What follows belongs to an exercise in optimizing a design on an open flow for small area, a short achievable clock period and few clock cycles; a production flow would make more cautious choices. Function was checked by simulation only, so behaviour that the tests miss may differ from the original. In every run shown here, the design's own scripts or RTL, not TritonCTS, make the clock network. The clock input has no modelled driver; a real chip could not lean on it and would need a root buffer or a full tree. Power and IR drop assume default switching activity.

==> flow/design.v <==
`timescale 1ns/10ps
module LBP ( clk, reset, gray_addr, gray_req, gray_ready, gray_data, lbp_addr, lbp_valid, lbp_data, finish);
input   	clk;
input   	reset;
output  reg [13:0] 	gray_addr;
output  reg      	gray_req;
input   	    gray_ready;
input   [7:0] 	gray_data;
output  reg [13:0] 	lbp_addr;
output  reg 	lbp_valid;
output  reg [7:0] 	lbp_data;
output  reg 	finish;
localparam K = 10;
reg        run;       
reg [3:0]  idx;       
reg [3:0]  rh;        
reg [6:0]  col;       
reg        cend;      
reg        at7;       
reg        last;      
reg        v1, f1;    
reg        first;     
reg        wrapped;   
wire [3:0] idx_n = !run ? 4'd0 : last ? 4'd0 : idx + 4'd1;
wire [6:0] col_n = last ? col + 7'd1 : col;
wire [3:0] rh_p1 = rh + 4'd1;
wire [3:0] rh_m1 = rh - 4'd1;
wire [3:0] rh_n = at7 ? rh_p1 : (last & ~cend) ? rh_m1 : rh;
always @(posedge clk or posedge reset) begin
    if (reset) run <= 1'b0;
    else run <= run | gray_ready;
end
always @(posedge clk) begin
    if (!run) begin
        idx <= 4'd0;
        rh <= 4'd0;
        col <= 7'd0;
        cend <= 1'b0;
        at7 <= 1'b0;
        last <= 1'b0;
        first <= 1'b0;
        wrapped <= 1'b0;
    end else begin
        first <= last;
        wrapped <= last & cend;
        idx <= idx_n;
        rh <= rh_n;
        col <= col_n;
        if (last) cend <= (col == 7'd126);
        at7 <= (idx == 4'd6);
        last <= (idx == 4'd8);
    end
end
wire [2:0] idx_m2 = idx[2:0] - 3'd2;
wire [6:0] lrow = first ? {(wrapped ? rh : rh_p1), 3'd0} : {(idx[3] ? rh_m1 : rh), idx_m2};
wire [6:0] lcol = col + {6'b111111, ~first};    
function [1:0] cmp2;
    input [7:0] a, b;
    reg [7:0] g, p;
    reg g76, p76, g54, p54, g32, p32, g10, p10, g74, p74, g30, p30, gg, pp;
    begin
        g = a & ~b;
        p = a | ~b;
        g76 = g[7] | (p[7] & g[6]);  p76 = p[7] & p[6];
        g54 = g[5] | (p[5] & g[4]);  p54 = p[5] & p[4];
        g32 = g[3] | (p[3] & g[2]);  p32 = p[3] & p[2];
        g10 = g[1] | (p[1] & g[0]);  p10 = p[1] & p[0];
        g74 = g76 | (p76 & g54);     p74 = p76 & p54;
        g30 = g32 | (p32 & g10);     p30 = p32 & p10;
        gg  = g74 | (p74 & g30);     pp  = p74 & p30;
        cmp2 = {gg | pp, ~gg};
    end
endfunction
reg [7:0]  sr [0:K+1];  
reg [2:0]  pb [0:K];    
reg        q5;          
reg        q1;          
reg        q2a, q2b;    
wire [7:0] p  = sr[0];      
wire [7:0] dl = sr[K-1];    
wire [7:0] l  = sr[K];      
wire [7:0] ul = sr[K+1];    
wire p_ge_ul, ul_ge_p, p_ge_l, l_ge_p, p_ge_dl, dl_ge_p, l_ge_ul, ul_ge_l;
assign {p_ge_ul, ul_ge_p} = cmp2(p, ul);
assign {p_ge_l,  l_ge_p}  = cmp2(p, l);
assign {p_ge_dl, dl_ge_p} = cmp2(p, dl);
assign {l_ge_ul, ul_ge_l} = cmp2(l, ul);
integer j;
always @(posedge clk) begin
    sr[0] <= gray_data;
    for (j = 1; j <= K+1; j = j + 1) sr[j] <= sr[j-1];
    pb[0] <= {dl_ge_p, l_ge_p, ul_ge_p};
    for (j = 1; j <= K; j = j + 1) pb[j] <= pb[j-1];
    q5 <= p_ge_l;
    q1 <= ul_ge_l;
    q2a <= p_ge_dl;
    q2b <= q2a;
    gray_req <= run | gray_ready;
    gray_addr <= {rh_n, idx_n[2:0], col_n};
    v1 <= run && (idx[3:1] != 3'd0) && (col[6:1] != 6'd0) && !(rh == 4'd0 && idx[3]);
    f1 <= run && cend && (rh == 4'd15) && (idx == 4'd7);
    lbp_valid <= v1 & run;    
    finish <= f1 & run;
    lbp_addr <= {lrow, lcol};
    lbp_data <= {p_ge_ul, l_ge_ul, pb[K][2], q5, pb[K][1], q2b, q1, pb[K][0]};
end
endmodule
==> flow/flow/run.sh <==
#!/bin/bash
# Own layout flow: the standard flow (standard.sh, unchanged synthesis),
# with two hooks: flow/ports.tcl after global placement sets the port
# buffers' cells (POST_GLOBAL_PLACE_TCL), and flow/clock_tree.tcl builds a
# two-level clock tree before CTS, which TritonCTS then skips (PRE_CTS_TCL).
# standard.sh's output goes to standard.log; each ORFS step keeps its own log
# under orfs/logs.
set -euo pipefail
cd "$(dirname "$0")/.."
export POST_GLOBAL_PLACE_TCL="$(pwd)/flow/ports.tcl"
export PRE_CTS_TCL="$(pwd)/flow/clock_tree.tcl"
export MY_CLK_NLEAF=12 MY_CLK_LEAF=sky130_fd_sc_hd__clkinv_4 MY_CLK_TOP=sky130_fd_sc_hd__clkinv_8
bash standard.sh > standard.log 2>&1
==> flow/flow/clock_tree.tcl <==
# Clock tree of two levels, built before CTS (PRE_CTS_TCL); the CTS command
# itself is then skipped. The registers are split by balanced k-means on their
# places into NLEAF groups, each clocked by a leaf buffer at its centre; the
# leaf buffers are split the same way into NTOP groups, each driven by a top
# buffer at its centre, and the clock port drives the NTOP top buffers.
proc env_or {name default} {
  if {[info exists ::env($name)]} { return $::env($name) }
  return $default
}
set nleaf [env_or MY_CLK_NLEAF 8]
set ntop [env_or MY_CLK_NTOP 4]
set leafcell [env_or MY_CLK_LEAF sky130_fd_sc_hd__clkbuf_16]
set topcell [env_or MY_CLK_TOP sky130_fd_sc_hd__clkbuf_8]

# balanced k-means of points {x y} into k groups of at most ceil(n/k);
# returns the group of each point
proc bkmeans {pts k} {
  set n [llength $pts]
  set mx 0.0; set my 0.0
  foreach p $pts { set mx [expr {$mx + [lindex $p 0]}]; set my [expr {$my + [lindex $p 1]}] }
  set mx [expr {$mx / $n}]; set my [expr {$my / $n}]
  set order {}
  for {set i 0} {$i < $n} {incr i} {
    set p [lindex $pts $i]
    lappend order [list $i [expr {atan2([lindex $p 1] - $my, [lindex $p 0] - $mx)}]]
  }
  set order [lsort -real -index 1 $order]
  set assign [lrepeat $n 0]
  for {set j 0} {$j < $n} {incr j} { lset assign [lindex $order $j 0] [expr {$j * $k / $n}] }
  set cap [expr {($n + $k - 1) / $k}]
  for {set iter 0} {$iter < 50} {incr iter} {
    set cx [lrepeat $k 0.0]; set cy [lrepeat $k 0.0]; set cn [lrepeat $k 0]
    for {set i 0} {$i < $n} {incr i} {
      set c [lindex $assign $i]; set p [lindex $pts $i]
      lset cx $c [expr {[lindex $cx $c] + [lindex $p 0]}]
      lset cy $c [expr {[lindex $cy $c] + [lindex $p 1]}]
      lset cn $c [expr {[lindex $cn $c] + 1}]
    }
    for {set c 0} {$c < $k} {incr c} {
      if {[lindex $cn $c] > 0} {
        lset cx $c [expr {[lindex $cx $c] / [lindex $cn $c]}]
        lset cy $c [expr {[lindex $cy $c] / [lindex $cn $c]}]
      }
    }
    set pairs {}
    for {set i 0} {$i < $n} {incr i} {
      set p [lindex $pts $i]
      for {set c 0} {$c < $k} {incr c} {
        lappend pairs [list [expr {abs([lindex $p 0] - [lindex $cx $c]) + abs([lindex $p 1] - [lindex $cy $c])}] $i $c]
      }
    }
    set new [lrepeat $n -1]; set used [lrepeat $k 0]
    foreach pr [lsort -real -index 0 $pairs] {
      lassign $pr d i c
      if {[lindex $new $i] >= 0 || [lindex $used $c] >= $cap} { continue }
      lset new $i $c
      lset used $c [expr {[lindex $used $c] + 1}]
    }
    if {$new eq $assign} { break }
    set assign $new
  }
  return $assign
}

# centre of each group
proc centres {pts assign k} {
  set cx [lrepeat $k 0.0]; set cy [lrepeat $k 0.0]; set cn [lrepeat $k 0]
  foreach p $pts c $assign {
    lset cx $c [expr {[lindex $cx $c] + [lindex $p 0]}]
    lset cy $c [expr {[lindex $cy $c] + [lindex $p 1]}]
    lset cn $c [expr {[lindex $cn $c] + 1}]
  }
  set out {}
  for {set c 0} {$c < $k} {incr c} {
    lappend out [list [expr {[lindex $cx $c] / max(1, [lindex $cn $c])}] [expr {[lindex $cy $c] / max(1, [lindex $cn $c])}]]
  }
  return $out
}

set block [ord::get_db_block]
set core [$block getCoreArea]
proc add_buffer {name cell at in_net} {
  set block [ord::get_db_block]
  set core [$block getCoreArea]
  set master [[ord::get_db] findMaster $cell]
  set inst [odb::dbInst_create $block $master $name]
  set x [expr {int([lindex $at 0]) - [$master getWidth] / 2}]
  set y [expr {int([lindex $at 1]) - [$master getHeight] / 2}]
  set x [expr {max([$core xMin], min($x, [$core xMax] - [$master getWidth]))}]
  set y [expr {max([$core yMin], min($y, [$core yMax] - [$master getHeight]))}]
  $inst setLocation $x $y
  $inst setPlacementStatus PLACED
  set net [odb::dbNet_create $block clknet_$name]
  $net setSigType CLOCK
  [$inst findITerm A] connect $in_net
  [$inst findITerm [expr {[string match "*inv*" $cell] ? "Y" : "X"}]] connect $net
  return $net
}

set clk_net [$block findNet clk]
set sinks [$clk_net getITerms]
set pts {}
foreach it $sinks {
  set bb [[$it getInst] getBBox]
  lappend pts [list [expr {([$bb xMin] + [$bb xMax]) / 2.0}] [expr {([$bb yMin] + [$bb yMax]) / 2.0}]]
}
set leaf_of [bkmeans $pts $nleaf]
set leaf_at [centres $pts $leaf_of $nleaf]
set top_of [bkmeans $leaf_at $ntop]
set top_at [centres $leaf_at $top_of $ntop]

set top_net {}
for {set t 0} {$t < $ntop} {incr t} {
  lappend top_net [add_buffer clktop_$t $topcell [lindex $top_at $t] $clk_net]
}
for {set c 0} {$c < $nleaf} {incr c} {
  set net [add_buffer clkleaf_$c $leafcell [lindex $leaf_at $c] [lindex $top_net [lindex $top_of $c]]]
  set cnt 0
  foreach it $sinks g $leaf_of {
    if {$g == $c} { $it disconnect; $it connect $net; incr cnt }
  }
  puts "clock leaf $c (top [lindex $top_of $c]) at [lindex $leaf_at $c] drives $cnt registers"
}
set_propagated_clock [all_clocks]
rename clock_tree_synthesis {}
proc clock_tree_synthesis {args} { puts "clock_tree_synthesis skipped: the clock tree is built by clock_tree.tcl" }
# the tree's inverters are its own: no cloning next to the registers
rename repair_clock_inverters {}
proc repair_clock_inverters {args} { puts "repair_clock_inverters skipped: the clock tree is built by clock_tree.tcl" }
==> flow/flow/ports.tcl <==
# After global placement (POST_GLOBAL_PLACE_TCL): the port buffers that
# buffer_ports inserted become buf_1 on inputs (each drives few pins) and
# buf_1 on outputs (each drives one port).
foreach inst [[ord::get_db_block] getInsts] {
  set name [$inst getName]
  set cell [[$inst getMaster] getName]
  if {[string match "input*" $name] && $cell ne "sky130_fd_sc_hd__buf_1"} {
    replace_cell $name sky130_fd_sc_hd__buf_1
  } elseif {[string match "output*" $name] && $cell ne "sky130_fd_sc_hd__buf_1"} {
    replace_cell $name sky130_fd_sc_hd__buf_1
  }
}
==> flow/standard.sh <==
#!/bin/bash
# synth_recipe.tcl (not shown) runs the flow's synth.tcl, then flattens the netlist and writes it again
# the make line also repeats each setting of config.mk as NAME=value (left out here)
make -C /OpenROAD-flow-scripts/flow DESIGN_CONFIG=/design/flow/config.mk WORK_HOME=/design/flow/orfs CLKGATE_MAP_FILE= SYNTH_SCRIPT=/design/flow/synth_recipe.tcl "${@:-finish}"
==> flow/config.mk <==
export PLATFORM = sky130hd
export DESIGN_NAME = LBP
export DESIGN_NICKNAME = LBP
export VERILOG_FILES = /design/flow/design.v
export SDC_FILE = /design/flow/constraint.sdc
export NUM_CORES = 4
export LEC_CHECK = 0
export CAP_MARGIN = 20
export CORE_MARGIN = 2
export CORE_UTILIZATION = 55
export PLACE_DENSITY = 0.75
export SETUP_SLACK_MARGIN = 1.95
export SLEW_MARGIN = 20
==> flow/constraint.sdc <==
create_clock -name core_clock -period 3.3 [get_ports {clk}]
set_input_delay 0.6600 -clock core_clock [delete_from_list [all_inputs] [get_ports {clk}]]
set_output_delay 0.6600 -clock core_clock [all_outputs]
set_load 0.01 [all_outputs]
==> notes.md, run 1 <==
number of port buffers = 49
Max-slew headroom = 71.3%
clk latency of the worst-skew pair = 150 ps
multi-input logic area = 0.00141 mm2
synthesis-to-layout area growth = 12.6%
Critical Path AT = 1360 ps
FMAX = 753 MHz
1st-iter DRT viols = 102
Die W = 103 um
DRC = 0
vias in the first global route = 2678
Initial Util = 55.8%
number of hold buffers added after cts = 0
dpl hpwl = 5120 um
Mapped Cells = 426
Die Ht = 103 um
post-synthesis sequential area ratio = 72.7%
Reg2Reg Depth = 4
Worst Path Max Fanout = 6
Pins Over Slew Limit = 0
Routed Antenna Nets = 0
Rows = 36
minimum clock period = 1330 ps
clk_skew = 25.6 ps
worst hold path class = in -> async
startpoint types = flip-flop
Final Util = 62.8%
LEAKAGE = 2.50 nW
Seq. cell area = 0.00394 mm2
Post-Syn Area = 0.00538 mm2
Synthesized Nets = 449
Mapped Avg Cell Area = 12.6 um2
fin crit share = 40.3%
fill count = 790
full die area = 0.0106 mm2
first-pass GRT wire length = 12300 um
unrepaired setup endpoints after global routing = true
crit path kind = reg -> reg
Total GRT Usage = 14.2%
EDFF count, synth = 0
Hold Fails Final Rpt = 0
WL/cell = 12.0 um
Yosys cell types = 48
Max IR drop VDD = 0.363 mV
Yosys Warn Count = 3
Worst-path clk slew = 70 ps
gr ovfl total = 0
layout cells sized above 1 = 13.6%
final wirelength = 7520 um
outcome = complete, no violations
reg2reg start = rh[2]$_SDFF_PN0_
vias per inst = 4.79
Slew @ Worst Pin = 429 ps
Critical Path RT = 3340 ps
largest net degree at the start of global routing = 23
routed via count = 2998
initial antenna violation count = 0
most used flip-flop cell after synthesis = dfxtp_1
hold_ws = 315 ps
setup TNS = 0 ps
final setup fails = 0
most common cell after layout, fill and taps aside = dfxtp_1
Worst R2R End = rh[3]$_SDFF_PN0_
First-pass DRT Iterations = 5
PwrDens = 796 mW/mm2
most frequent cells in the layout = dfxtp_1, buf_1, inv_1
CORE AREA = 0.00964 mm2
# IOs = 50
Crit. End Element = flip-flop
register bit total from synthesis = 195
Max Cap Viol = 0
reg2reg setup slack = 1970 ps
Final #Nets = 518
FFs w/ async S/R, synth = 0.513%
# diodes = 0
## how the worst max path moves through the flow
stage	endpoint	start	slack, ps	cells past startpoint
2_1_floorplan	rh[3]$_SDFF_PN0_	rh[2]$_SDFF_PN0_	1950	5
3_3_place_gp	gray_req	gray_req$_DFF_P_	1750	1
3_5_place_dp	lbp_addr[4]$_DFF_P_	first$_SDFF_PN0_	1780	6
4_1_cts	rh[3]$_SDFF_PN0_	rh[2]$_SDFF_PN0_	1950	4
5_1_grt	q2a$_DFF_P_	sr[0][7]$_DFF_P_	1930	5
6_report	rh[3]$_SDFF_PN0_	rh[2]$_SDFF_PN0_	1970	4
## kinds of logic (layout without fill, tap and decap cells)
family	Yosys count	in the layout	synth area share, %
compound gates	54	54	7.61
xor+xnor	19	19	3.23
fa+ha+maj	14	14	3.16
buf+inv	35	102	2.63
flops	195	195	72.7
simple gates	109	109	10.7
## power by group
part	switching [W]	internal [W]
combinational	0.000520	0.000470
clock	0.000676	0.000145
sequential	0.000233	0.00277
## cell type report
type                       count  share of cell area, %
inverter                      42                   4.46
multi-input combinational    196                   23.2
sequential                   195                   65.1
tap                          133                   2.75
timing repair buffer          60                   4.42
## routing by layer
metal,GRT usage [%],routed length (um),vias up
met5,0,0,-
met4,2.53,87,0
met3,2.31,370,7
met2,23.4,3550,64
met1,20.1,3510,1388
li1,-,-,1539
## sequential cells by signal (all words and copies together), names as in the netlist, 4 cells and up
| register | count |
|---|---|
| col | 7 |
| gray_addr | 14 |
| idx | 4 |
| lbp_addr | 14 |
| lbp_data | 8 |
| pb | 33 |
| rh | 4 |
| sr | 96 |
## Yosys cell counts (all sizes together) (4+ instances only)
master,instances,area [um2]
a21oi,8,40.0
nor2b,18,113
ha,12,150
and2,15,93.8
o22ai,6,37.5
inv,26,97.6
nand2b,10,62.6
a22oi,4,30.0
clkbuf,7,27.5
dfxtp,194,3880
nor3,8,40.0
nand4,5,31.3
nor2,21,78.8
a211o,4,35.0
nand2,20,75.1
xor2,10,95.1
o21bai,4,30.0
xnor2,9,78.8
## critical path, cell delays in order, from the launching register on
cell and delay, ps:
dfxtp_4 360, or3_4 400, o31ai_4 210, xor2_2 100, and2_1 160
## per-stage QoR
step | total power (W) | worst slack, ps | cell area (um2) | std cells
after floorplan | 0.00367 | 1950 | 5380 | 426
after global placement | 0.00411 | 1750 | 6000 | 599
after detailed placement | 0.00393 | 1780 | 5690 | 599
after CTS | 0.00481 | 1950 | 5960 | 622
after global routing | 0.00518 | 1930 | 6060 | 626
final | 0.00482 | 1970 | 6060 | 626
## repair_timing
action	CTS	global route
setup buffers	7	4
resized for setup	17	26
gates cloned	0	0
pin swaps	4	7
endpoints found under the setup margin	18	21
Testbench counts, summed over its fixed seeds: cycles 163,840.
==> run 2, diff against run 1 <==
--- a/flow/design.v
+++ b/flow/design.v
@@ -2,7 +2,7 @@
 module LBP ( clk, reset, gray_addr, gray_req, gray_ready, gray_data, lbp_addr, lbp_valid, lbp_data, finish);
 input   	clk;
 input   	reset;
-output  reg [13:0] 	gray_addr;
+output      [13:0] 	gray_addr;
 output  reg      	gray_req;
 input   	    gray_ready;
 input   [7:0] 	gray_data;
@@ -21,6 +21,7 @@
 reg        v1, f1;    
 reg        first;     
 reg        wrapped;   
+assign gray_addr = {rh, idx[2:0], col};
 wire [3:0] idx_n = !run ? 4'd0 : last ? 4'd0 : idx + 4'd1;
 wire [6:0] col_n = last ? col + 7'd1 : col;
 wire [3:0] rh_p1 = rh + 4'd1;
@@ -96,7 +97,6 @@
     q2a <= p_ge_dl;
     q2b <= q2a;
     gray_req <= run | gray_ready;
-    gray_addr <= {rh_n, idx_n[2:0], col_n};
     v1 <= run && (idx[3:1] != 3'd0) && (col[6:1] != 6'd0) && !(rh == 4'd0 && idx[3]);
     f1 <= run && cend && (rh == 4'd15) && (idx == 4'd7);
     lbp_valid <= v1 & run;    
==> run 2 against run 1 <==
  * Clock skew shrank 5.3 ps
  * Combinational power grew 7%
  * Hold slack lost 9.0 ps
  * Sequential power shrank 8.3%
  * Cell count shrank 6.4%
  * Register-to-register slack lost 20 ps
  * Die area shrank 5.7%
  * First-iteration DRC count shrank 36%
  * Wire length grew 3.3%
  * Critical endpoint is now lbp_data[7]$_DFF_P_
  * Largest cell class unchanged
==> notes.md, run 2 <==
worst hold path class = in -> async
synthesized-area fraction occupied by adder cells = 3.39%
instance count on the critical path = 4
Total GRT Usage = 15.1%
Final #Nets = 503
reg2reg start = sr[0][2]$_DFF_P_
LEAKAGE = 2.47 nW
outcome = complete, no violations
Mapped Avg Cell Area = 12.6 um2
clk latency of the worst-skew pair = 140 ps
Max IR drop VDD = 0.374 mV
mux contribution to synthesized area = 0%
post-synthesis sequential area ratio = 71.7%
Final Util = 66.1%
final setup fails = 0
CORE AREA = 0.00881 mm2
gr ovfl total = 0
placed cell areas = 0.00534 mm2
dpl hpwl = 4980 um
final wirelength = 7770 um
fill count = 699
Pins Over Slew Limit = 0
compound-gate portion of the synthesized area = 7.69%
top-count cell post-synth = dfxtp_1
initial antenna violation count = 0
Worst Path Max Fanout = 4
Crit. End Element = flip-flop
Top reg by flops = sr
top cells by area in the synthesized netlist = dfxtp_1, ha_1, nor2b_1
Cell Chain, Critical Path = nor2b_1, maj3_2, a211o_1, a21o_1
full die area = 0.00998 mm2
1st-iter DRT viols = 65
Crit path max-delay family = compound AO/OA/AOI/OAI gates
multi-input logic area = 0.00135 mm2
post-synthesis simple-gate area fraction = 11.0%
PwrDens = 794 mW/mm2
most frequent cells in the layout = dfxtp_1, buf_1, inv_1
DRC = 0
Post-Syn Area = 0.00506 mm2
CP max stage cell = dfxtp_4
FMAX = 739 MHz
Yosys cell types = 49
# IOs = 50
unrepaired setup endpoints after global routing = true
fin crit share = 41.0%
Critical Path AT = 1380 ps
Seq. cell area = 0.00370 mm2
setup TNS = 0 ps
top post-synthesis cells by count = dfxtp_1, inv_1, nor2b_1
Worst R2R End = lbp_data[7]$_DFF_P_
Synthesized Nets = 425
Initial Util = 57.5%
Hold Fails Final Rpt = 0
CP Capture Point = lbp_data[7]$_DFF_P_
reg2reg setup slack = 1950 ps
Die Ht = 99.9 um
EDFF count, synth = 0
combinational family with the most area after synthesis = simple AND/OR/NAND/NOR gates
Die W = 99.9 um
fin area = 0.00582 mm2
Yosys top cell area share = 71.2%
fin cells = 586
CP Launch Point = sr[0][2]$_DFF_P_
Worst path max stage delay = 360 ps
Max-slew headroom = 62.0%
# diodes = 0
Rows = 34
Critical Path RT = 3330 ps
Largest register FFs = 96
Routed Antenna Nets = 0
Yosys Warn Count = 3
routed via count = 2981
Worst-path clk slew = 90 ps
xor-xnor portion of the synthesized cell area = 3.29%
Slew @ Worst Pin = 569 ps
startpoint types = flip-flop
Yosys top cell by area = dfxtp_1
Reg2Reg Depth = 4
placed insts = 550
vias per inst = 5.09
vias in the first global route = 2907
minimum clock period = 1350 ps
register bit total from synthesis = 181
Bufs and invs on worst path = 0
WL/cell = 13.3 um
first-pass GRT wire length = 12700 um
Mapped Cells = 402
Max Cap Viol = 0
crit path kind = reg -> reg
First-pass DRT Iterations = 4
FFs w/ async S/R, synth = 0.552%
number of port buffers = 49
largest net degree at the start of global routing = 23
clk_skew = 20.3 ps
biggest regs = sr x96, pb x33, lbp_addr x14
synthesis-to-layout area growth = 15.0%
layout cells sized above 1 = 19.2%
most common cell after layout, fill and taps aside = dfxtp_1
hold_ws = 306 ps
most used flip-flop cell after synthesis = dfxtp_1
run 2: worst register-to-register path, cell delays in order (launching register included):
cell and delay, ps:
dfxtp_4 360, nor2b_1 150, maj3_2 320, a211o_1 230
a21o_1 180
run 2: cells by family after synthesis:
logic type,count (synthesis)
compound gates,53
flops,181
fa+ha+maj,14
buf+inv,34
xor+xnor,19
simple gates,101
run 2: worst min path at each step:
stage	slack (ps)	endpoint	cells past startpoint	from
floorplan	310	lbp_data[0]$_DFF_P_	0	pb[10][0]$_DFF_P_
global placement	310	pb[3][0]$_DFF_P_	0	pb[2][0]$_DFF_P_
detailed placement	310	pb[5][0]$_DFF_P_	0	pb[4][0]$_DFF_P_
CTS	300	run$_DFF_PP0_	2	reset
global route	300	run$_DFF_PP0_	2	reset
finish	310	run$_DFF_PP0_	2	reset
run 2: final cells by class:
cell class              count  share of cell area, %
flip-flops and latches    181                   63.6
multi-input cells         187                   23.2
repair buffers             69                   6.37
inverters                  41                   4.54
well taps                 108                   2.32
run 2: repair_timing:
| item | 4_1_cts | 5_1_grt |
|---|---|---|
| setup buffers | 8 | 12 |
| endpoints found under the setup margin | 27 | 25 |
| gates resized for setup | 43 | 30 |
| gates cloned | 0 | 0 |
| pin swaps | 5 | 13 |
| hold buffers | 0 | 0 |
run 2: metal layers:
metal  GRT usage [%]  part of all wire (%)
met4            4.32                   2.2
met5               0                     0
met3            2.02                   4.7
met1            19.1                    45
met2            27.2                    48
run 2: where the power goes:
| part | internal [W] | switching (W) |
|---|---|---|
| Combinational | 0.000524 | 0.000535 |
| Clock | 0.000145 | 0.000654 |
| Sequential | 0.00256 | 0.000204 |
| Total | 0.00323 | 0.00139 |
run 2: through the flow:
| stage | worst slack [ps] | power (W) |
|---|---|---|
| after floorplan | 1960 | 0.00341 |
| after global placement | 1560 | 0.00384 |
| after detailed placement | 1810 | 0.00366 |
| after CTS | 1910 | 0.00454 |
| after global routing | 1920 | 0.00493 |
| final | 1950 | 0.00462 |
Testbench counts of run 2, summed over its fixed seeds: cycles 163,840.
==> run 3, diff against run 2 <==
--- a/flow/config.mk
+++ b/flow/config.mk
@@ -7,7 +7,7 @@
 export LEC_CHECK = 0
 export CAP_MARGIN = 20
 export CORE_MARGIN = 2
-export CORE_UTILIZATION = 55
-export PLACE_DENSITY = 0.75
+export CORE_UTILIZATION = 65
+export PLACE_DENSITY = 0.85
 export SETUP_SLACK_MARGIN = 1.95
 export SLEW_MARGIN = 20
==> run 3 against run 2 <==
  * Final area increased by 0.84%
  * Critical path type unchanged
  * Critical endpoint is now q5$_DFF_P_
  * Sequential cell count unchanged
  * Combinational power increased by about 10%
  * First-iteration DRC count increased by 46%
  * Synthesized cell count unchanged
  * Hold slack improved by 9.2 ps
  * Largest power group unchanged
  * Critical path depth increased by 1
  * Setup slack got worse by 7.1 ps
==> notes.md, run 3 <==
Routed Antenna Nets = 0
post-synthesis sequential area ratio = 71.7%
Slew @ Worst Pin = 573 ps
Pint = 0.00329 W
Reg2Reg Depth = 5
worst hold path class = reg -> reg
Max-slew headroom = 61.8%
register bit total from synthesis = 181
Mapped Avg Cell Area = 12.6 um2
pre-CTS WS = 1820 ps
Worst Hold End = pb[9][2]$_DFF_P_
Initial Util = 66.2%
Hold Fails Final Rpt = 0
final wirelength = 8140 um
minimum clock period = 1360 ps
Die W = 92.2 um
FFs w/ async S/R, synth = 0.552%
Yosys top cell by area = dfxtp_1
Mapped Cells = 402
CP max stage cell = dfxtp_4
gr ovfl total = 0
CORE AREA = 0.00765 mm2
WL/cell = 14.0 um
placed cell areas = 0.00533 mm2
layout cells sized above 1 = 20.3%
number of port buffers = 49
worst hold stages = 0
full die area = 0.00851 mm2
total power = 0.00474 W
Critical Path AT = 1410 ps
EDFF count, synth = 0
sw frac = 30.7%
clk_skew = 29.4 ps
Total GRT Usage = 18.2%
Synthesized Nets = 425
setup slack after layout = 1940 ps
Worst-path clk slew = 80 ps
Cell Chain, Critical Path = inv_1, a222oi_1, buf_4, a211o_1, o21bai_1
Die Ht = 92.2 um
Pins Over Slew Limit = 0
Yosys Warn Count = 3
first-pass GRT wire length = 12700 um
Largest register FFs = 96
reg2reg setup slack = 1940 ps
most frequent cells in the layout = dfxtp_1, buf_1, inv_1
Max Cap Viol = 0
setup TNS = 0 ps
Yosys cell types = 49
LEAKAGE = 2.46 nW
synthesis-to-layout area growth = 15.9%
top cells by area in the synthesized netlist = dfxtp_1, ha_1, nor2b_1
Clock power frac = 16.7%
# diodes = 0
top post-synthesis cells by count = dfxtp_1, inv_1, nor2b_1
vias per inst = 5.18
Worst R2R End = q5$_DFF_P_
Worst path max stage delay = 390 ps
Crit. End Element = flip-flop
final setup fails = 0
most common cell after layout, fill and taps aside = dfxtp_1
dpl hpwl = 5000 um
FMAX = 735 MHz
fin area = 0.00587 mm2
NetSw = 0.00145 W
fin crit share = 41.2%
outcome = complete, no violations
Max IR drop VDD = 0.400 mV
Yosys top cell area share = 71.2%
First-pass DRT Iterations = 4
Worst Path Max Fanout = 6
Top reg by flops = sr
hold_sp = pb[8][2]$_DFF_P_
1st-iter DRT viols = 95
Final #Nets = 503
DRC = 0
# IOs = 50
startpoint types = flip-flop
Flop pwr share = 58.7%
crit path kind = reg -> reg
most used flip-flop cell after synthesis = dfxtp_1
initial antenna violation count = 0
biggest regs = sr x96, pb x33, lbp_addr x14
clk latency of the worst-skew pair = 150 ps
Final Util = 76.7%
top-count cell post-synth = dfxtp_1
Comb pwr share = 24.6%
largest net degree at the start of global routing = 23
reg2reg start = sr[0][6]$_DFF_P_
routed via count = 3006
PwrDens = 808 mW/mm2
unrepaired setup endpoints after global routing = true
Rows = 32
Critical Path RT = 3350 ps
vias in the first global route = 2854
Post-Syn Area = 0.00506 mm2
## run 3: how the worst max path moves through the flow
stage / start / depth (start not counted) / slack (ps) / endpoint
after detailed placement: last$_SDFF_PN0_ / 4 / 1820 / rh[0]$_SDFFE_PN0P_
after global placement: col[1]$_SDFFE_PN0P_ / 1 / 1580 / gray_addr[1]
after global routing: at7$_SDFF_PN0_ / 4 / 1860 / rh[3]$_SDFFE_PN0P_
after CTS: col[1]$_SDFFE_PN0P_ / 1 / 1910 / gray_addr[1]
final: sr[0][6]$_DFF_P_ / 5 / 1940 / q5$_DFF_P_
after floorplan: rh[2]$_SDFFE_PN0P_ / 5 / 1960 / rh[3]$_SDFFE_PN0P_
## run 3: what timing repair did
item                                    in CTS  in global routing
hold buffers                                 0                  0
pin swaps                                   10                  8
setup buffers                                8                 12
endpoints found under the setup margin      30                 25
gates resized for setup                     36                 46
## run 3: layer usage
metal  global-route usage (%)  part of all wire (%)  vias to the layer above
met5                        0                     0                        -
met4                     5.47                   2.8                        0
met3                     2.71                   4.3                       21
met2                     32.5                    50                       80
met1                     22.7                    42                     1424
li1                         -                     -                     1481
## run 3: kinds of logic after synthesis
family	synth area share (%)
flops	71.7
buf+inv	2.92
compound gates	7.69
simple gates	11.0
fa+ha+maj	3.39
xor+xnor	3.29
## run 3: power by group through the flow
stage / Combinational, W / Clock (W) / Sequential, W
CTS: 0.000928 / 0.000815 / 0.00278
finish: 0.00117 / 0.000790 / 0.00278
floorplan: 0.000604 / 0 / 0.00281
global placement: 0.00104 / 0 / 0.00280
detailed placement: 0.000836 / 0 / 0.00282
global route: 0.00130 / 0.000899 / 0.00282
## run 3: critical path, delay by kind of cell, from the launching register on
kind            cells  cell delay (ps)
flops               1              390
buf+inv             2              260
compound gates      3              630
## run 3: cell type report
class,count,area [um2]
inverter,41,269
timing repair buffer,69,370
multi-input combinational,187,1400
sequential,181,3700
tap,102,128
fill,529,1780
## run 3: through the flow
step	hold slack, ps	instances
2_1_floorplan	310	402
3_3_place_gp	310	544
3_5_place_dp	312	544
4_1_cts	318	568
5_1_grt	325	580
6_report	316	580
==> run 4, diff against run 3 <==
--- a/flow/config.mk
+++ b/flow/config.mk
@@ -7,7 +7,7 @@
 export LEC_CHECK = 0
 export CAP_MARGIN = 20
 export CORE_MARGIN = 2
-export CORE_UTILIZATION = 65
-export PLACE_DENSITY = 0.85
-export SETUP_SLACK_MARGIN = 1.95
+export CORE_UTILIZATION = 55
+export PLACE_DENSITY = 0.75
+export SETUP_SLACK_MARGIN = 2.0
 export SLEW_MARGIN = 20
==> run 4 against run 3 <==
  * Combinational power rose by 9%
  * Sequential share of layout area fell by 1.7 points
  * Total power rose by 1.7%
  * Sequential cell count did not move
  * Sequential power barely moved
  * Still clean
==> notes.md, run 4 <==
layout cells sized above 1 = 27.4%
Total GRT Usage = 15.5%
fin crit share = 39.8%
Mapped Cells = 402
Initial Util = 57.5%
Yosys top cell area share = 71.2%
Critical Path AT = 1340 ps
Worst Path Max Fanout = 4
crit path kind = reg -> reg
FFs w/ async S/R, synth = 0.552%
setup slack after layout = 1990 ps
register bit total from synthesis = 181
top post-synthesis cells by count = dfxtp_1, inv_1, nor2b_1
worst hold path class = in -> async
Slew @ Worst Pin = 401 ps
Worst path max stage delay = 370 ps
Die W = 99.9 um
Seq. cell area = 0.00371 mm2
reg2reg setup slack = 1990 ps
CP max stage cell = dfxtp_4
Max IR drop VDD = 0.397 mV
# diodes = 0
Top reg by flops = sr
number of hold buffers added after cts = 0
Die Ht = 99.9 um
LEAKAGE = 2.58 nW
multi-input logic area = 0.00142 mm2
final setup fails = 0
Largest register FFs = 96
unrepaired setup endpoints after global routing = true
clk latency of the worst-skew pair = 150 ps
fill count = 660
Crit. End Element = flip-flop
most used flip-flop cell after synthesis = dfxtp_1
Yosys Warn Count = 3
First-pass DRT Iterations = 4
startpoint types = flip-flop
Yosys top cell by area = dfxtp_1
gr ovfl total = 0
dpl hpwl = 4870 um
full die area = 0.00998 mm2
Synthesized Nets = 425
Pins Over Slew Limit = 0
number of port buffers = 49
Mapped Avg Cell Area = 12.6 um2
Final #Nets = 511
CORE AREA = 0.00881 mm2
biggest regs = sr x96, pb x33, lbp_addr x14
vias per inst = 5.06
EDFF count, synth = 0
Max-slew headroom = 72.6%
setup TNS = 0 ps
Rows = 34
first-pass GRT wire length = 13000 um
post-synthesis sequential area ratio = 71.7%
outcome = complete, no violations
PwrDens = 797 mW/mm2
Cell Chain, Critical Path = and2b_1, or3_4, o211ai_1, a21oi_1
Worst-path clk slew = 100 ps
pre-CTS WS = 1790 ps
vias in the first global route = 2851
Hold Fails Final Rpt = 0
FMAX = 761 MHz
# IOs = 50
WL/cell = 13.1 um
top cells by area in the synthesized netlist = dfxtp_1, ha_1, nor2b_1
Yosys cell types = 49
most common cell after layout, fill and taps aside = dfxtp_1
minimum clock period = 1310 ps
1st-iter DRT viols = 106
Post-Syn Area = 0.00506 mm2
final wirelength = 7760 um
routed via count = 3005
most frequent cells in the layout = dfxtp_1, buf_4, buf_1
initial antenna violation count = 0
DRC = 0
clk_skew = 31.7 ps
largest net degree at the start of global routing = 23
top-count cell post-synth = dfxtp_1
Critical Path RT = 3330 ps
Routed Antenna Nets = 0
synthesis-to-layout area growth = 19.6%
Max Cap Viol = 0
[run 4: cell counts after synthesis]
Identical to the previous run, type by type.
[run 4: power by group]
part           switching [W]  total [W]  internal [W]
clock               0.000645   0.000790      0.000145
sequential          0.000187    0.00275       0.00256
combinational       0.000616    0.00128      0.000667
[run 4: cell type report]
| cell class | count | share of cell area, % |
|---|---|---|
| inverters | 41 | 4.36 |
| multi-input cells | 187 | 23.4 |
| flip-flops and latches | 181 | 61.4 |
| well taps | 108 | 2.23 |
| repair buffers | 77 | 8.64 |
[run 4: worst max-delay path, delay by kind of cell, from the launching register on]
kind | cells | cell delay [ps]
AOI/OAI and AO/OA | 2 | 280
DFF | 1 | 370
and+or+nand+nor | 2 | 550
[run 4: worst paths after layout]
check | end | depth (start not counted) | startpoint
setup reg to reg | q1$_DFF_P_ | 4 | sr[10][3]$_DFF_P_
max in group asynchronous | run$_DFF_PP0_ | 2 | reset
hold / removal | run$_DFF_PP0_ | 2 | reset
min in group core_clock | pb[4][2]$_DFF_P_ | 0 | pb[3][2]$_DFF_P_
setup / recovery | q1$_DFF_P_ | 4 | sr[10][3]$_DFF_P_
hold reg to reg | pb[4][2]$_DFF_P_ | 0 | pb[3][2]$_DFF_P_
[run 4: cells by family after synthesis]
group | Yosys count | share of synthesized area [%]
buffers and inverters | 34 | 2.92
XOR/XNOR | 19 | 3.29
AO/OA/AOI/OAI | 53 | 7.69
AND/OR/NAND/NOR | 101 | 11.0
adder cells (fa/ha/maj) | 14 | 3.39
flip-flops | 181 | 71.7
[run 4: timing repair]
item	in CTS	in global routing
resized for setup	67	54
pin swaps	10	5
endpoints found under the setup margin	31	44
setup buffers	23	5
[run 4: stage by stage]
stage	instance area (um2)	utilization [%]	cells	power [W]	hold WS, ps
final	6050	68.7	594	0.00482	290
after global routing	6050	68.7	594	0.00514	275
after CTS	5850	66.4	589	0.00469	281
after detailed placement	5340	60.6	550	0.00366	312
after global placement	5650	64.1	550	0.00384	310
after floorplan	5070	-	402	0.00342	310
[run 4: layer usage]
layer	GRT usage, %	part of all wire (%)	vias to the layer above
met5	0	0	-
met4	4.00	1.9	0
met3	2.16	5.0	12
met2	27.3	49	75
met1	20.1	44	1409
li1	-	-	1509
==> run 5, diff against run 4 <==
--- a/flow/config.mk
+++ b/flow/config.mk
@@ -9,5 +9,5 @@
 export CORE_MARGIN = 2
 export CORE_UTILIZATION = 55
 export PLACE_DENSITY = 0.75
-export SETUP_SLACK_MARGIN = 2.0
+export SETUP_SLACK_MARGIN = 1.75
 export SLEW_MARGIN = 20
==> run 5 against run 4 <==
  * Die area did not move
  * Clock power barely moved
  * Global-route usage fell by 1.4 points
  * Hold slack improved by 11 ps
  * Combinational power fell by 35%
  * Fmax fell by 12%
  * Critical endpoint is now gray_addr[12]
  * Utilization fell by 6.2 points
  * Sequential cell count did not move
  * Critical path type is now reg -> out
  * Highest routed layer unchanged
  * Still clean
  * Setup slack got worse by 180 ps
  * Largest cell class unchanged
  * Sequential power barely moved
  * Register-to-register slack got worse by 170 ps
==> notes.md, run 5 <==
outcome = complete, no violations
CP max stage cell = dfxtp_1
Yosys Warn Count = 3
mux contribution to synthesized area = 0%
crit path kind = reg -> out
Rows = 34
initial antenna violation count = 0
Max IR drop VDD = 0.412 mV
combinational family with the most area after synthesis = simple AND/OR/NAND/NOR gates
worst hold path class = in -> async
PwrDens = 798 mW/mm2
Initial Util = 57.5%
Worst-path clk slew = 90 ps
Slew @ Worst Pin = 530 ps
CORE AREA = 0.00881 mm2
final setup fails = 0
Cell Chain, Critical Path = buf_1
fin area = 0.00550 mm2
fin crit share = 45.3%
Yosys cell types = 49
Routed Antenna Nets = 0
largest net degree at the start of global routing = 23
biggest regs = sr x96, pb x33, lbp_addr x14
post-synthesis simple-gate area fraction = 11.0%
synthesized-area fraction occupied by adder cells = 3.39%
most common cell after layout, fill and taps aside = dfxtp_1
Total GRT Usage = 14.1%
total power = 0.00439 W
top cells by area in the synthesized netlist = dfxtp_1, ha_1, nor2b_1
clk_skew = 22.2 ps
compound-gate portion of the synthesized area = 7.69%
Critical Path RT = 2640 ps
fin cells = 566
Yosys top cell by area = dfxtp_1
FMAX = 668 MHz
final wirelength = 7040 um
first-pass GRT wire length = 11900 um
placed insts = 550
EDFF count, synth = 0
setup TNS = 0 ps
vias in the first global route = 2647
vias per inst = 5.05
Worst path max stage delay = 500 ps
routed via count = 2860
WL/cell = 12.4 um
number of port buffers = 49
xor-xnor portion of the synthesized cell area = 3.29%
register bit total from synthesis = 181
unrepaired setup endpoints after global routing = true
1st-iter DRT viols = 85
startpoint types = flip-flop
# IOs = 50
top post-synthesis cells by count = dfxtp_1, inv_1, nor2b_1
Top reg by flops = sr
Crit path max-delay family = flip-flops
Worst Path Max Fanout = 8
synthesis-to-layout area growth = 8.73%
Yosys top cell area share = 71.2%
Mapped Avg Cell Area = 12.6 um2
Final #Nets = 483
Critical Path AT = 840 ps
Post-Syn Area = 0.00506 mm2
FFs w/ async S/R, synth = 0.552%
# diodes = 0
minimum clock period = 1500 ps
DRC = 0
gr ovfl total = 0
Mapped Cells = 402
Max-slew headroom = 64.7%
clk latency of the worst-skew pair = 150 ps
Bufs and invs on worst path = 1
First-pass DRT Iterations = 4
most used flip-flop cell after synthesis = dfxtp_1
Die Ht = 99.9 um
Pins Over Slew Limit = 0
post-synthesis sequential area ratio = 71.7%
postcts setup bufs = 0
Largest register FFs = 96
Die W = 99.9 um
layout cells sized above 1 = 5.68%
dpl hpwl = 4760 um
top-count cell post-synth = dfxtp_1
LEAKAGE = 2.29 nW
placed cell areas = 0.00533 mm2
Synthesized Nets = 425
Max Cap Viol = 0
full die area = 0.00998 mm2
most frequent cells in the layout = dfxtp_1, buf_1, inv_1
Hold Fails Final Rpt = 0
Crit. End Element = output pin
run 5: cell counts after synthesis:
Identical to the previous run, type by type.
run 5: final timing paths:
check / from / endpoint / slack, ps / cells after the start
max: rh[2]$_SDFFE_PN0P_ / gray_addr[12] / 1800 / 1
min: reset / run$_DFF_PP0_ / 300 / 2
max reg2reg: sr[0][6]$_DFF_P_ / q5$_DFF_P_ / 1820 / 4
min reg2reg: pb[7][2]$_DFF_P_ / pb[8][2]$_DFF_P_ / 320 / 0
max in group asynchronous: reset / run$_DFF_PP0_ / 2910 / 2
min in group core_clock: pb[7][2]$_DFF_P_ / pb[8][2]$_DFF_P_ / 320 / 0
run 5: final cells by class:
class	instances	area, um2
fill	742	3300
inverter	41	264
multi-input combinational	187	1280
sequential	181	3630
tap	108	135
timing repair buffer	49	184
run 5: timing repair:
item                       4_1_cts  5_1_grt
hold buffers                     0        0
setup endpoints to repair        0        8
resized for setup                0        5
run 5: stage by stage:
| stage | util, % | setup WS [ps] | hold WS, ps |
|---|---|---|---|
| 6_report | 62.5 | 1800 | 301 |
| 5_1_grt | 62.5 | 1730 | 305 |
| 4_1_cts | 62.4 | 1770 | 295 |
| 3_5_place_dp | 60.5 | 1810 | 312 |
| 3_3_place_gp | 64.0 | 1560 | 310 |
| 2_1_floorplan | - | 1920 | 310 |
run 5: per-layer routing:
metal,GRT usage [%],vias up,share of wire [%]
met4,3.79,0,2.5
met1,18.7,1311,47
met2,24.2,87,44
li1,-,1451,-
met3,2.02,11,6.2
met5,0,-,0
run 5: logic make-up (layout without fill, tap and decap cells):
family | after synthesis | after routing
adders and majority gates | 14 | 14
buffers and inverters | 34 | 90
AOI/OAI and AO/OA | 53 | 53
xor gates and xnor gates | 19 | 19
DFF | 181 | 181
and+or+nand+nor | 101 | 101
run 5: report_power, final:
| group | switching (W) | internal, W |
|---|---|---|
| Clock | 0.000649 | 0.000145 |
| Combinational | 0.000448 | 0.000382 |
| Sequential | 0.000243 | 0.00253 |
==> run 6, diff against run 5 <==
--- a/flow/config.mk
+++ b/flow/config.mk
@@ -9,5 +9,5 @@
 export CORE_MARGIN = 2
 export CORE_UTILIZATION = 55
 export PLACE_DENSITY = 0.75
-export SETUP_SLACK_MARGIN = 1.75
+export SETUP_SLACK_MARGIN = 1.85
 export SLEW_MARGIN = 20
==> run 6 against run 5 <==
  * Combinational power increased by 0.7%
  * Largest cell class unchanged
  * Die area unchanged
  * Global-route usage unchanged
  * Fmax increased by 6.6%
  * Synthesized cell count unchanged
  * Sequential cell count unchanged
  * Utilization increased by 0.33 points
  * Area after synthesis unchanged
  * First-iteration DRC count increased by 3.5%
  * Largest power group unchanged
==> notes.md, run 6 <==
CP max stage cell = dfxtp_1
top cells by area in the synthesized netlist = dfxtp_1, ha_1, nor2b_1
Hold Fails Final Rpt = 0
xor-xnor portion of the synthesized cell area = 3.29%
biggest regs = sr x96, pb x33, lbp_addr x14
outcome = complete, no violations
EDFF count, synth = 0
Cell Chain, Critical Path = buf_1
Critical Path RT = 2640 ps
full die area = 0.00998 mm2
Die Ht = 99.9 um
Crit. End Element = output pin
Mapped Cells = 402
Critical Path AT = 740 ps
Max Cap Viol = 0
Slew @ Worst Pin = 541 ps
Crit path max-delay family = flip-flops
Rows = 34
number of hold buffers added after cts = 0
Routed Antenna Nets = 0
minimum clock period = 1400 ps
# diodes = 0
DRC = 0
First-pass DRT Iterations = 4
dpl hpwl = 4760 um
post-synthesis simple-gate area fraction = 11.0%
top post-synthesis cells by count = dfxtp_1, inv_1, nor2b_1
crit path kind = reg -> out
largest net degree at the start of global routing = 23
reg2reg setup slack = 1910 ps
most used flip-flop cell after synthesis = dfxtp_1
FMAX = 712 MHz
Worst path max stage delay = 400 ps
fill count = 740
compound-gate portion of the synthesized area = 7.69%
Mapped Avg Cell Area = 12.6 um2
mux contribution to synthesized area = 0%
layout cells sized above 1 = 8.73%
number of port buffers = 49
top-count cell post-synth = dfxtp_1
clk latency of the worst-skew pair = 150 ps
Pins Over Slew Limit = 0
register bit total from synthesis = 181
setup TNS = 0 ps
Worst Path Max Fanout = 4
# IOs = 50
routed via count = 2868
LEAKAGE = 2.30 nW
1st-iter DRT viols = 88
most frequent cells in the layout = dfxtp_1, buf_1, inv_1
Total GRT Usage = 14.1%
Worst R2R End = rh[2]$_SDFFE_PN0P_
Yosys cell types = 49
Synthesized Nets = 425
startpoint types = flip-flop
fin area = 0.00553 mm2
synthesized-area fraction occupied by adder cells = 3.39%
most common cell after layout, fill and taps aside = dfxtp_1
Yosys top cell by area = dfxtp_1
gr ovfl total = 0
Post-Syn Area = 0.00506 mm2
vias in the first global route = 2647
WL/cell = 12.5 um
FFs w/ async S/R, synth = 0.552%
placed cell areas = 0.00533 mm2
initial antenna violation count = 0
fin crit share = 42.5%
Yosys Warn Count = 3
Top reg by flops = sr
Initial Util = 57.5%
PwrDens = 798 mW/mm2
Largest register FFs = 96
Max-slew headroom = 63.9%
Reg2Reg Depth = 6
reg2reg start = rh[0]$_SDFFE_PN0P_
Die W = 99.9 um
synthesis-to-layout area growth = 9.30%
clk_skew = 22.4 ps
Worst-path clk slew = 90 ps
final setup fails = 0
Yosys top cell area share = 71.2%
vias per inst = 5.07
Final #Nets = 483
post-synthesis sequential area ratio = 71.7%
combinational family with the most area after synthesis = simple AND/OR/NAND/NOR gates
Max IR drop VDD = 0.412 mV
final wirelength = 7080 um
Bufs and invs on worst path = 1
worst hold path class = in -> async
unrepaired setup endpoints after global routing = true
CORE AREA = 0.00881 mm2
first-pass GRT wire length = 11900 um
## run 6: cell counts after synthesis
No cell type changed its count.
## run 6: stage by stage
stage | power, W | instances | setup slack, ps | hold slack (ps) | utilization (%)
after floorplan | 0.00340 | 402 | 1920 | 310 | -
final | 0.00442 | 566 | 1900 | 301 | 62.8
after detailed placement | 0.00365 | 550 | 1810 | 312 | 60.5
after global placement | 0.00384 | 550 | 1560 | 310 | 64.0
after CTS | 0.00446 | 566 | 1850 | 295 | 62.5
after global routing | 0.00470 | 566 | 1760 | 305 | 62.8
## run 6: logic make-up after synthesis
kind of cell / Yosys count
flip-flops: 181
buffers and inverters: 34
adder cells (fa/ha/maj): 14
AO/OA/AOI/OAI: 53
XOR/XNOR: 19
AND/OR/NAND/NOR: 101
## run 6: worst max path at each step
| stage | from | end | slack (ps) | depth (start not counted) |
|---|---|---|---|---|
| after global routing | rh[0]$_SDFFE_PN0P_ | rh[2]$_SDFFE_PN0P_ | 1760 | 6 |
| final | idx[2]$_SDFF_PP0_ | gray_addr[9] | 1900 | 1 |
| after global placement | col[1]$_SDFFE_PN0P_ | gray_addr[1] | 1560 | 1 |
| after floorplan | rh[0]$_SDFFE_PN0P_ | rh[2]$_SDFFE_PN0P_ | 1920 | 6 |
| after CTS | col[3]$_SDFFE_PN0P_ | gray_addr[3] | 1850 | 1 |
| after detailed placement | last$_SDFF_PN0_ | rh[3]$_SDFFE_PN0P_ | 1810 | 4 |
## run 6: what timing repair did
action	4_1_cts	5_1_grt
endpoints found under the setup margin	14	15
hold endpoints to repair	0	0
gates resized for setup	9	13
buffers inserted	0	0
pin swaps	1	2
## run 6: cell type report
type	instances	area [um2]	area share, %
Timing Repair Buffer	49	185	3.35
Multi-Input combinational cell	187	1290	23.3
Tap cell	108	135	2.44
Sequential cell	181	3660	66.1
Inverter	41	264	4.77
## run 6: metal layers
metal	global-route usage [%]	wire (um)	vias up
met5	0	0	-
met4	3.79	180	0
met3	2.02	385	13
met2	24.2	3130	85
met1	18.7	3390	1323
li1	-	-	1447
## run 6: power breakdown
| group | leakage [nW] | total, W | internal [W] | switching [W] |
|---|---|---|---|---|
| clock | 0.0770 | 0.000793 | 0.000145 | 0.000648 |
| combinational | 0.696 | 0.000835 | 0.000387 | 0.000448 |
| sequential | 1.53 | 0.00279 | 0.00254 | 0.000246 |
==> run 7, diff against run 6 <==
--- a/flow/config.mk
+++ b/flow/config.mk
@@ -9,5 +9,5 @@
 export CORE_MARGIN = 2
 export CORE_UTILIZATION = 55
 export PLACE_DENSITY = 0.75
-export SETUP_SLACK_MARGIN = 1.85
+export SETUP_SLACK_MARGIN = 1.8
 export SLEW_MARGIN = 20
==> run 7 against run 6 <==
  * Synthesized cell count unchanged
  * Clock skew decreased by 1.3 ps
  * Hold slack improved by 0.90 ps
==> notes.md, run 7 <==
Critical Path RT = 3340 ps
Top Layer Used = met4
Critical Path AT = 1470 ps
Die Ht = 99.9 um
Yosys cell types = 49
Rows = 34
Initial Util = 57.5%
postcts setup bufs = 0
startpoint types = flip-flop
Die W = 99.9 um
post-synthesis sequential area ratio = 71.7%
Mapped Avg Cell Area = 12.6 um2
pre-CTS WS = 1810 ps
worst hold path class = in -> async
Slew @ Worst Pin = 535 ps
register bit total from synthesis = 181
vias in the first global route = 2647
Synthesized Nets = 425
fin crit share = 43.2%
initial antenna violation count = 0
Top reg by flops = sr
WL/cell = 12.5 um
LEAKAGE = 2.29 nW
outcome = complete, no violations
routed via count = 2872
most frequent cells in the layout = dfxtp_1, buf_1, inv_1
top-count cell post-synth = dfxtp_1
Routed Antenna Nets = 0
full die area = 0.00998 mm2
EDFF count, synth = 0
WL met3 = 433 um
dpl hpwl = 4760 um
Hold Fails Final Rpt = 0
Max IR drop VDD = 0.412 mV
Pins Over Slew Limit = 0
1st-iter DRT viols = 83
setup slack after layout = 1870 ps
final setup fails = 0
clk latency of the worst-skew pair = 150 ps
synthesis-to-layout area growth = 9.03%
layout cells sized above 1 = 7.64%
CORE AREA = 0.00881 mm2
Max Cap Viol = 0
most used flip-flop cell after synthesis = dfxtp_1
crit path kind = reg -> reg
top cells by area in the synthesized netlist = dfxtp_1, ha_1, nor2b_1
final wirelength = 7060 um
unrepaired setup endpoints after global routing = true
number of port buffers = 49
biggest regs = sr x96, pb x33, lbp_addr x14
vias per inst = 5.07
minimum clock period = 1430 ps
FMAX = 701 MHz
WL met2 = 3140 um
Mapped Cells = 402
top post-synthesis cells by count = dfxtp_1, inv_1, nor2b_1
FFs w/ async S/R, synth = 0.552%
Largest register FFs = 96
Yosys top cell area share = 71.2%
Final Util = 62.6%
Yosys top cell by area = dfxtp_1
Final #Nets = 483
Max-slew headroom = 64.3%
# IOs = 50
# diodes = 0
most common cell after layout, fill and taps aside = dfxtp_1
Worst Path Max Fanout = 7
setup TNS = 0 ps
WL met1 = 3310 um
PwrDens = 798 mW/mm2
fin area = 0.00552 mm2
clk_skew = 21.0 ps
Yosys Warn Count = 3
placed cell areas = 0.00533 mm2
DRC = 0
gr ovfl total = 0
Post-Syn Area = 0.00506 mm2
Worst-path clk slew = 90 ps
Total GRT Usage = 14.1%
First-pass DRT Iterations = 5
largest net degree at the start of global routing = 23
first-pass GRT wire length = 11900 um
hold_ws = 302 ps
Crit. End Element = flip-flop
[run 7: cell counts after synthesis]
Identical to the previous run, type by type.
[run 7: area by class of cell]
type,instances,area [um2]
multi-input combinational,187,1290
tap,108,135
inverter,41,264
fill,738,3290
sequential,181,3640
timing repair buffer,49,184
[run 7: routing by layer]
layer | track usage [%] | vias up
li1 | - | 1449
met3 | 2.02 | 11
met2 | 24.2 | 92
met4 | 3.79 | 0
met1 | 18.7 | 1320
met5 | 0 | -
[run 7: cell families (layout without fill, tap and decap cells)]
group	count (synthesis)	count (layout)	share of synthesized area, %
AOI/OAI and AO/OA	53	53	7.69
xor gates and xnor gates	19	19	3.29
adders and majority gates	14	14	3.39
buffers and inverters	34	90	2.92
DFF	181	181	71.7
and+or+nand+nor	101	101	11.0
[run 7: critical path, stage by stage (launching register included)]
cell     delay, ps
dfxtp_1        390
nor2b_1        170
maj3_2         310
a211o_1        270
a21o_1         180
[run 7: power by group]
group          internal, W  leakage [nW]  switching (W)  total [W]
combinational     0.000385         0.693       0.000448   0.000833
sequential         0.00253          1.52       0.000245    0.00278
clock             0.000145        0.0770       0.000648   0.000793
[run 7: per-stage QoR]
step                      power [W]  std cells
after floorplan             0.00340        402
after global placement      0.00384        550
after detailed placement    0.00365        550
after CTS                   0.00445        566
after global routing        0.00469        566
final                       0.00440        566
[run 7: final timing paths]
kind | startpoint | to | depth (start not counted) | slack [ps]
min in group core_clock | pb[7][2]$_DFF_P_ | pb[8][2]$_DFF_P_ | 0 | 320
max in group asynchronous | reset | run$_DFF_PP0_ | 2 | 2910
hold / removal | reset | run$_DFF_PP0_ | 2 | 300
setup reg to reg | sr[0][2]$_DFF_P_ | lbp_data[7]$_DFF_P_ | 4 | 1870
hold reg to reg | pb[7][2]$_DFF_P_ | pb[8][2]$_DFF_P_ | 0 | 320
setup / recovery | sr[0][2]$_DFF_P_ | lbp_data[7]$_DFF_P_ | 4 | 1870
[run 7: timing repair]
action | in CTS | in global routing
hold buffers | 0 | 0
pin swaps | 0 | 1
resized for setup | 2 | 12
setup endpoints to repair | 3 | 14
==> run 8, diff against run 7 <==
--- a/flow/config.mk
+++ b/flow/config.mk
@@ -9,5 +9,5 @@
 export CORE_MARGIN = 2
 export CORE_UTILIZATION = 55
 export PLACE_DENSITY = 0.75
-export SETUP_SLACK_MARGIN = 1.8
+export SETUP_SLACK_MARGIN = 1.9
 export SLEW_MARGIN = 20
==> run 8 against run 7 <==
  * Global-route usage about the same
  * Wire length grew 3.1%
  * Clock skew rose by 1.1 ps
  * Combinational power grew 9.0%
  * Die area unchanged
  * Largest cell class unchanged
  * Highest routed layer unchanged
==> notes.md, run 8 <==
Yosys top cell by area = dfxtp_1
final setup fails = 0
CORE AREA = 0.00881 mm2
Max-slew headroom = 63.9%
1st-iter DRT viols = 77
unrepaired setup endpoints after global routing = true
Worst Path Max Fanout = 4
Yosys cell types = 49
pre-CTS WS = 1810 ps
most frequent cells in the layout = dfxtp_1, buf_1, inv_1
First-pass DRT Iterations = 5
# IOs = 50
gr ovfl total = 0
EDFF count, synth = 0
PwrDens = 794 mW/mm2
Top reg by flops = sr
Total GRT Usage = 14.1%
setup TNS = 0 ps
crit path kind = reg -> out
Routed Antenna Nets = 0
worst hold path class = in -> async
clk latency of the worst-skew pair = 150 ps
Yosys top cell area share = 71.2%
# diodes = 0
biggest regs = sr x96, pb x33, lbp_addr x14
Yosys Warn Count = 3
Bufs and invs on worst path = 1
number of hold buffers added after cts = 0
top-count cell post-synth = dfxtp_1
Die W = 99.9 um
hold_ws = 301 ps
number of port buffers = 49
Largest register FFs = 96
Max IR drop VDD = 0.440 mV
Hold Fails Final Rpt = 0
placed insts = 550
layout cells sized above 1 = 14.2%
FMAX = 731 MHz
Synthesized Nets = 425
LEAKAGE = 2.36 nW
Final #Nets = 490
Initial Util = 57.5%
outcome = complete, no violations
Slew @ Worst Pin = 541 ps
WL/cell = 12.7 um
Worst path max stage delay = 400 ps
routed via count = 2892
DRC = 0
Worst-path clk slew = 90 ps
Crit. End Element = output pin
CP max stage cell = dfxtp_1
full die area = 0.00998 mm2
post-synthesis sequential area ratio = 71.7%
most used flip-flop cell after synthesis = dfxtp_1
vias per inst = 5.05
Post-Syn Area = 0.00506 mm2
final wirelength = 7280 um
top cells by area in the synthesized netlist = dfxtp_1, ha_1, nor2b_1
dpl hpwl = 4760 um
Max Cap Viol = 0
total power = 0.00449 W
startpoint types = flip-flop
FFs w/ async S/R, synth = 0.552%
fin crit share = 41.4%
minimum clock period = 1370 ps
top post-synthesis cells by count = dfxtp_1, inv_1, nor2b_1
vias in the first global route = 2660
initial antenna violation count = 0
Critical Path AT = 710 ps
Cell Chain, Critical Path = buf_2
synthesis-to-layout area growth = 11.8%
Rows = 34
Mapped Avg Cell Area = 12.6 um2
Die Ht = 99.9 um
register bit total from synthesis = 181
clk_skew = 22.1 ps
Pins Over Slew Limit = 0
Mapped Cells = 402
most common cell after layout, fill and taps aside = dfxtp_1
Critical Path RT = 2640 ps
first-pass GRT wire length = 11900 um
largest net degree at the start of global routing = 23
setup slack after layout = 1930 ps
fin cells = 573
fill count = 717
Crit path max-delay family = flip-flops
## run 8: cell counts after synthesis
Identical to the previous run, type by type.
## run 8: metrics by stage
step | utilization [%] | instance area (um2)
after global routing | 64.2 | 5660
after floorplan | - | 5060
final | 64.2 | 5660
after global placement | 64.0 | 5630
after detailed placement | 60.5 | 5330
after CTS | 62.9 | 5540
## run 8: logic make-up after synthesis
logic type               Yosys count  share of synthesized area (%)
flip-flops                       181                           71.7
AND/OR/NAND/NOR                  101                           11.0
AO/OA/AOI/OAI                     53                           7.69
buffers and inverters             34                           2.92
XOR/XNOR                          19                           3.29
adder cells (fa/ha/maj)           14                           3.39
## run 8: where the power goes
group	switching, W	internal, W
clock	0.000651	0.000145
sequential	0.000237	0.00255
combinational	0.000476	0.000432
## run 8: worst paths after layout
| kind | start | to | slack, ps | cells past startpoint |
|---|---|---|---|---|
| max | idx[2]$_SDFF_PP0_ | gray_addr[9] | 1930 | 1 |
| min | reset | run$_DFF_PP0_ | 300 | 2 |
| max reg2reg | sr[0][2]$_DFF_P_ | lbp_data[7]$_DFF_P_ | 1930 | 4 |
| min reg2reg | pb[7][2]$_DFF_P_ | pb[8][2]$_DFF_P_ | 320 | 0 |
| max in group asynchronous | reset | run$_DFF_PP0_ | 2910 | 2 |
| min in group core_clock | pb[7][2]$_DFF_P_ | pb[8][2]$_DFF_P_ | 320 | 0 |
## run 8: area by class of cell
class	instances	area (um2)	share of cell area, %
Tap cell	108	135	2.39
Sequential cell	181	3680	65.1
Inverter	41	264	4.67
Multi-Input combinational cell	187	1330	23.5
Timing Repair Buffer	56	246	4.36
## run 8: routing by layer
metal | global-route usage, % | wire, um | part of all wire (%) | up-vias
met2 | 24.3 | 3310 | 45 | 79
met5 | 0 | 0 | 0 | -
met3 | 2.02 | 361 | 5.0 | 11
li1 | - | - | - | 1469
met1 | 18.8 | 3440 | 47 | 1333
met4 | 3.79 | 176 | 2.4 | 0
## run 8: timing repair
item                                    in CTS  in global routing
endpoints found under the setup margin      25                 24
pin swaps                                    2                  6
resized for setup                           21                 30
setup buffers                                1                  6
## run 8: worst register-to-register path, stage by stage (launching register included)
cell and delay, ps:
dfxtp_4 380, nor2b_2 150, maj3_2 310, a211o_1 230, a21o_1 180
==> run 9, diff against run 8 <==
--- a/flow/config.mk
+++ b/flow/config.mk
@@ -7,7 +7,7 @@
 export LEC_CHECK = 0
 export CAP_MARGIN = 20
 export CORE_MARGIN = 2
-export CORE_UTILIZATION = 55
-export PLACE_DENSITY = 0.75
+export CORE_UTILIZATION = 60
+export PLACE_DENSITY = 0.8
 export SETUP_SLACK_MARGIN = 1.9
 export SLEW_MARGIN = 20
==> run 9 against run 8 <==
  * Die area shrank 8.0%
  * Final area decreased by 0.82%
  * Via count is 1.9% lower
  * Setup slack worse by 16 ps
  * Sequential power barely moved
  * First-iteration DRC count up 39%
  * Combinational power shrank 4.1%
  * Sequential cell count is the same
  * Wire length increased by 2.0%
  * Critical path type is now reg -> reg
==> notes.md, run 9 <==
outcome = complete, no violations
Max Cap Viol = 0
crit path kind = reg -> reg
# IOs = 50
EDFF count, synth = 0
most frequent cells in the layout = dfxtp_1, buf_1, inv_1
Synthesized Nets = 425
Top reg by flops = sr
Final #Nets = 486
Hold Fails Final Rpt = 0
routed via count = 2836
FMAX = 723 MHz
Post-Syn Area = 0.00506 mm2
post-synthesis sequential area ratio = 71.7%
Die Ht = 95.8 um
Yosys Warn Count = 3
gr ovfl total = 0
met2 usage = 28.1%
unrepaired setup endpoints after global routing = true
First-pass DRT Iterations = 5
placed cell areas = 0.00532 mm2
largest net degree at the start of global routing = 23
clk latency of the worst-skew pair = 150 ps
met1 Use GR = 20.5%
CORE AREA = 0.00818 mm2
layout cells sized above 1 = 13.2%
total power = 0.00447 W
Rows = 33
final wirelength = 7430 um
biggest regs = sr x96, pb x33, lbp_addr x14
PwrDens = 797 mW/mm2
met3 Use GR = 2.04%
FFs w/ async S/R, synth = 0.552%
initial antenna violation count = 0
GR peak layer = met2
Worst Path Max Fanout = 3
Critical Path AT = 1400 ps
dpl hpwl = 5010 um
# diodes = 0
Die W = 95.8 um
Yosys top cell by area = dfxtp_1
fin area = 0.00561 mm2
Slew @ Worst Pin = 589 ps
top-count cell post-synth = dfxtp_1
Mapped Cells = 402
Mapped Avg Cell Area = 12.6 um2
clk_skew = 20.0 ps
number of hold buffers added after cts = 0
Largest register FFs = 96
vias in the first global route = 2650
LEAKAGE = 2.34 nW
Yosys cell types = 49
DRC = 0
Max-slew headroom = 60.7%
number of port buffers = 49
Worst-path clk slew = 90 ps
setup slack after layout = 1920 ps
most common cell after layout, fill and taps aside = dfxtp_1
Critical Path RT = 3320 ps
worst hold path class = in -> async
Pins Over Slew Limit = 0
Total GRT Usage = 15.9%
Routed Antenna Nets = 0
Yosys top cell area share = 71.2%
Initial Util = 61.9%
vias per inst = 5.01
minimum clock period = 1380 ps
first-pass GRT wire length = 11900 um
top post-synthesis cells by count = dfxtp_1, inv_1, nor2b_1
final setup fails = 0
synthesis-to-layout area growth = 10.9%
most used flip-flop cell after synthesis = dfxtp_1
register bit total from synthesis = 181
Max IR drop VDD = 0.477 mV
full die area = 0.00918 mm2
1st-iter DRT viols = 107
fin crit share = 41.9%
setup TNS = 0 ps
pre-CTS WS = 1820 ps
Crit. End Element = flip-flop
top cells by area in the synthesized netlist = dfxtp_1, ha_1, nor2b_1
Final Util = 68.6%
startpoint types = flip-flop
WL/cell = 13.1 um
run 9: what timing repair did:
item,in CTS,in global routing
pin swaps,3,7
buffers inserted,2,1
hold endpoints to repair,0,0
endpoints found under the setup margin,23,22
resized for setup,20,29
run 9: critical path, cell delays in order (launching register included):
cell      delay (ps)
dfxtp_4          360
and2b_1          200
or3_4            380
o211ai_1         210
a21oi_1          110
run 9: metrics by stage:
step / instances / hold WS, ps
4_1_cts: 565 / 293
3_3_place_gp: 547 / 310
6_report: 566 / 302
5_1_grt: 566 / 298
2_1_floorplan: 402 / 310
3_5_place_dp: 547 / 312
run 9: kinds of logic (layout without fill, tap and decap cells):
kind of cell / count (synthesis) / count (layout) / synth area share (%)
adders and majority gates: 14 / 14 / 3.39
xor gates and xnor gates: 19 / 19 / 3.29
and+or+nand+nor: 101 / 101 / 11.0
DFF: 181 / 181 / 71.7
buffers and inverters: 34 / 93 / 2.92
AOI/OAI and AO/OA: 53 / 53 / 7.69
run 9: layout make-up:
cell class	instances	area (um2)
fillers	614	2570
inverters	41	264
multi-input cells	187	1320
flip-flops and latches	181	3680
well taps	105	131
repair buffers	52	214
run 9: layer usage:
layer,part of all wire [%],vias up
li1,-,1454
met1,46,1299
met2,46,68
met3,4.8,15
met4,3.0,0
met5,0,-
run 9: power breakdown:
| group | switching (W) | internal, W |
|---|---|---|
| logic | 0.000463 | 0.000408 |
| registers | 0.000245 | 0.00256 |
| clock network | 0.000651 | 0.000145 |
| total | 0.00136 | 0.00311 |
run 9: worst paths after layout:
| kind | cells after the start | slack, ps | startpoint | end |
|---|---|---|---|---|
| max | 4 | 1920 | sr[10][3]$_DFF_P_ | q1$_DFF_P_ |
| min | 2 | 300 | reset | run$_DFF_PP0_ |
| max reg2reg | 4 | 1920 | sr[10][3]$_DFF_P_ | q1$_DFF_P_ |
| min reg2reg | 0 | 320 | sr[4][2]$_DFF_P_ | sr[5][2]$_DFF_P_ |
| max in group asynchronous | 2 | 2910 | reset | run$_DFF_PP0_ |
| min in group core_clock | 0 | 320 | sr[4][2]$_DFF_P_ | sr[5][2]$_DFF_P_ |

-- afterwards: timing with drivers on the ports --
No port has a modelled driver above. Below, the same layouts with a new extraction and two added sets of constraints. Step 1 assumes that a clkbuf_16 drives the clock port and a buf_2 every other input. Step 2 times the ports against the registers' clock, not the clock port: input delays grow and output delays shrink by t, the midpoint of the rising clock arrivals with the driver on. Three values: ideal ports, drivers, drivers and shift; two values: the first two.
run | t, ns | slack for setup (ns) | worst setup path after step 2 | cell pins on the clock port's net
run 1 | 0.280 | 1.971 / 1.883 / 1.971 | register to register | 4
run 2 | 0.268 | 1.947 / 1.849 / 1.947 | register to register | 4
run 3 | 0.272 | 1.940 / 1.830 / 1.940 | register to register | 4
run 4 | 0.274 | 1.985 / 1.862 / 1.985 | register to register | 4
run 5 | 0.269 | 1.804 / 1.671 / 1.820 | register to register | 4
run 6 | 0.269 | 1.896 / 1.763 / 1.914 | register to register | 4
run 7 | 0.269 | 1.873 / 1.747 / 1.873 | register to register | 4
run 8 | 0.270 | 1.933 / 1.800 / 1.934 | register to register | 4
run 9 | 0.273 | 1.917 / 1.800 / 1.917 | register to register | 4
After both steps every run listed still meets setup and hold.
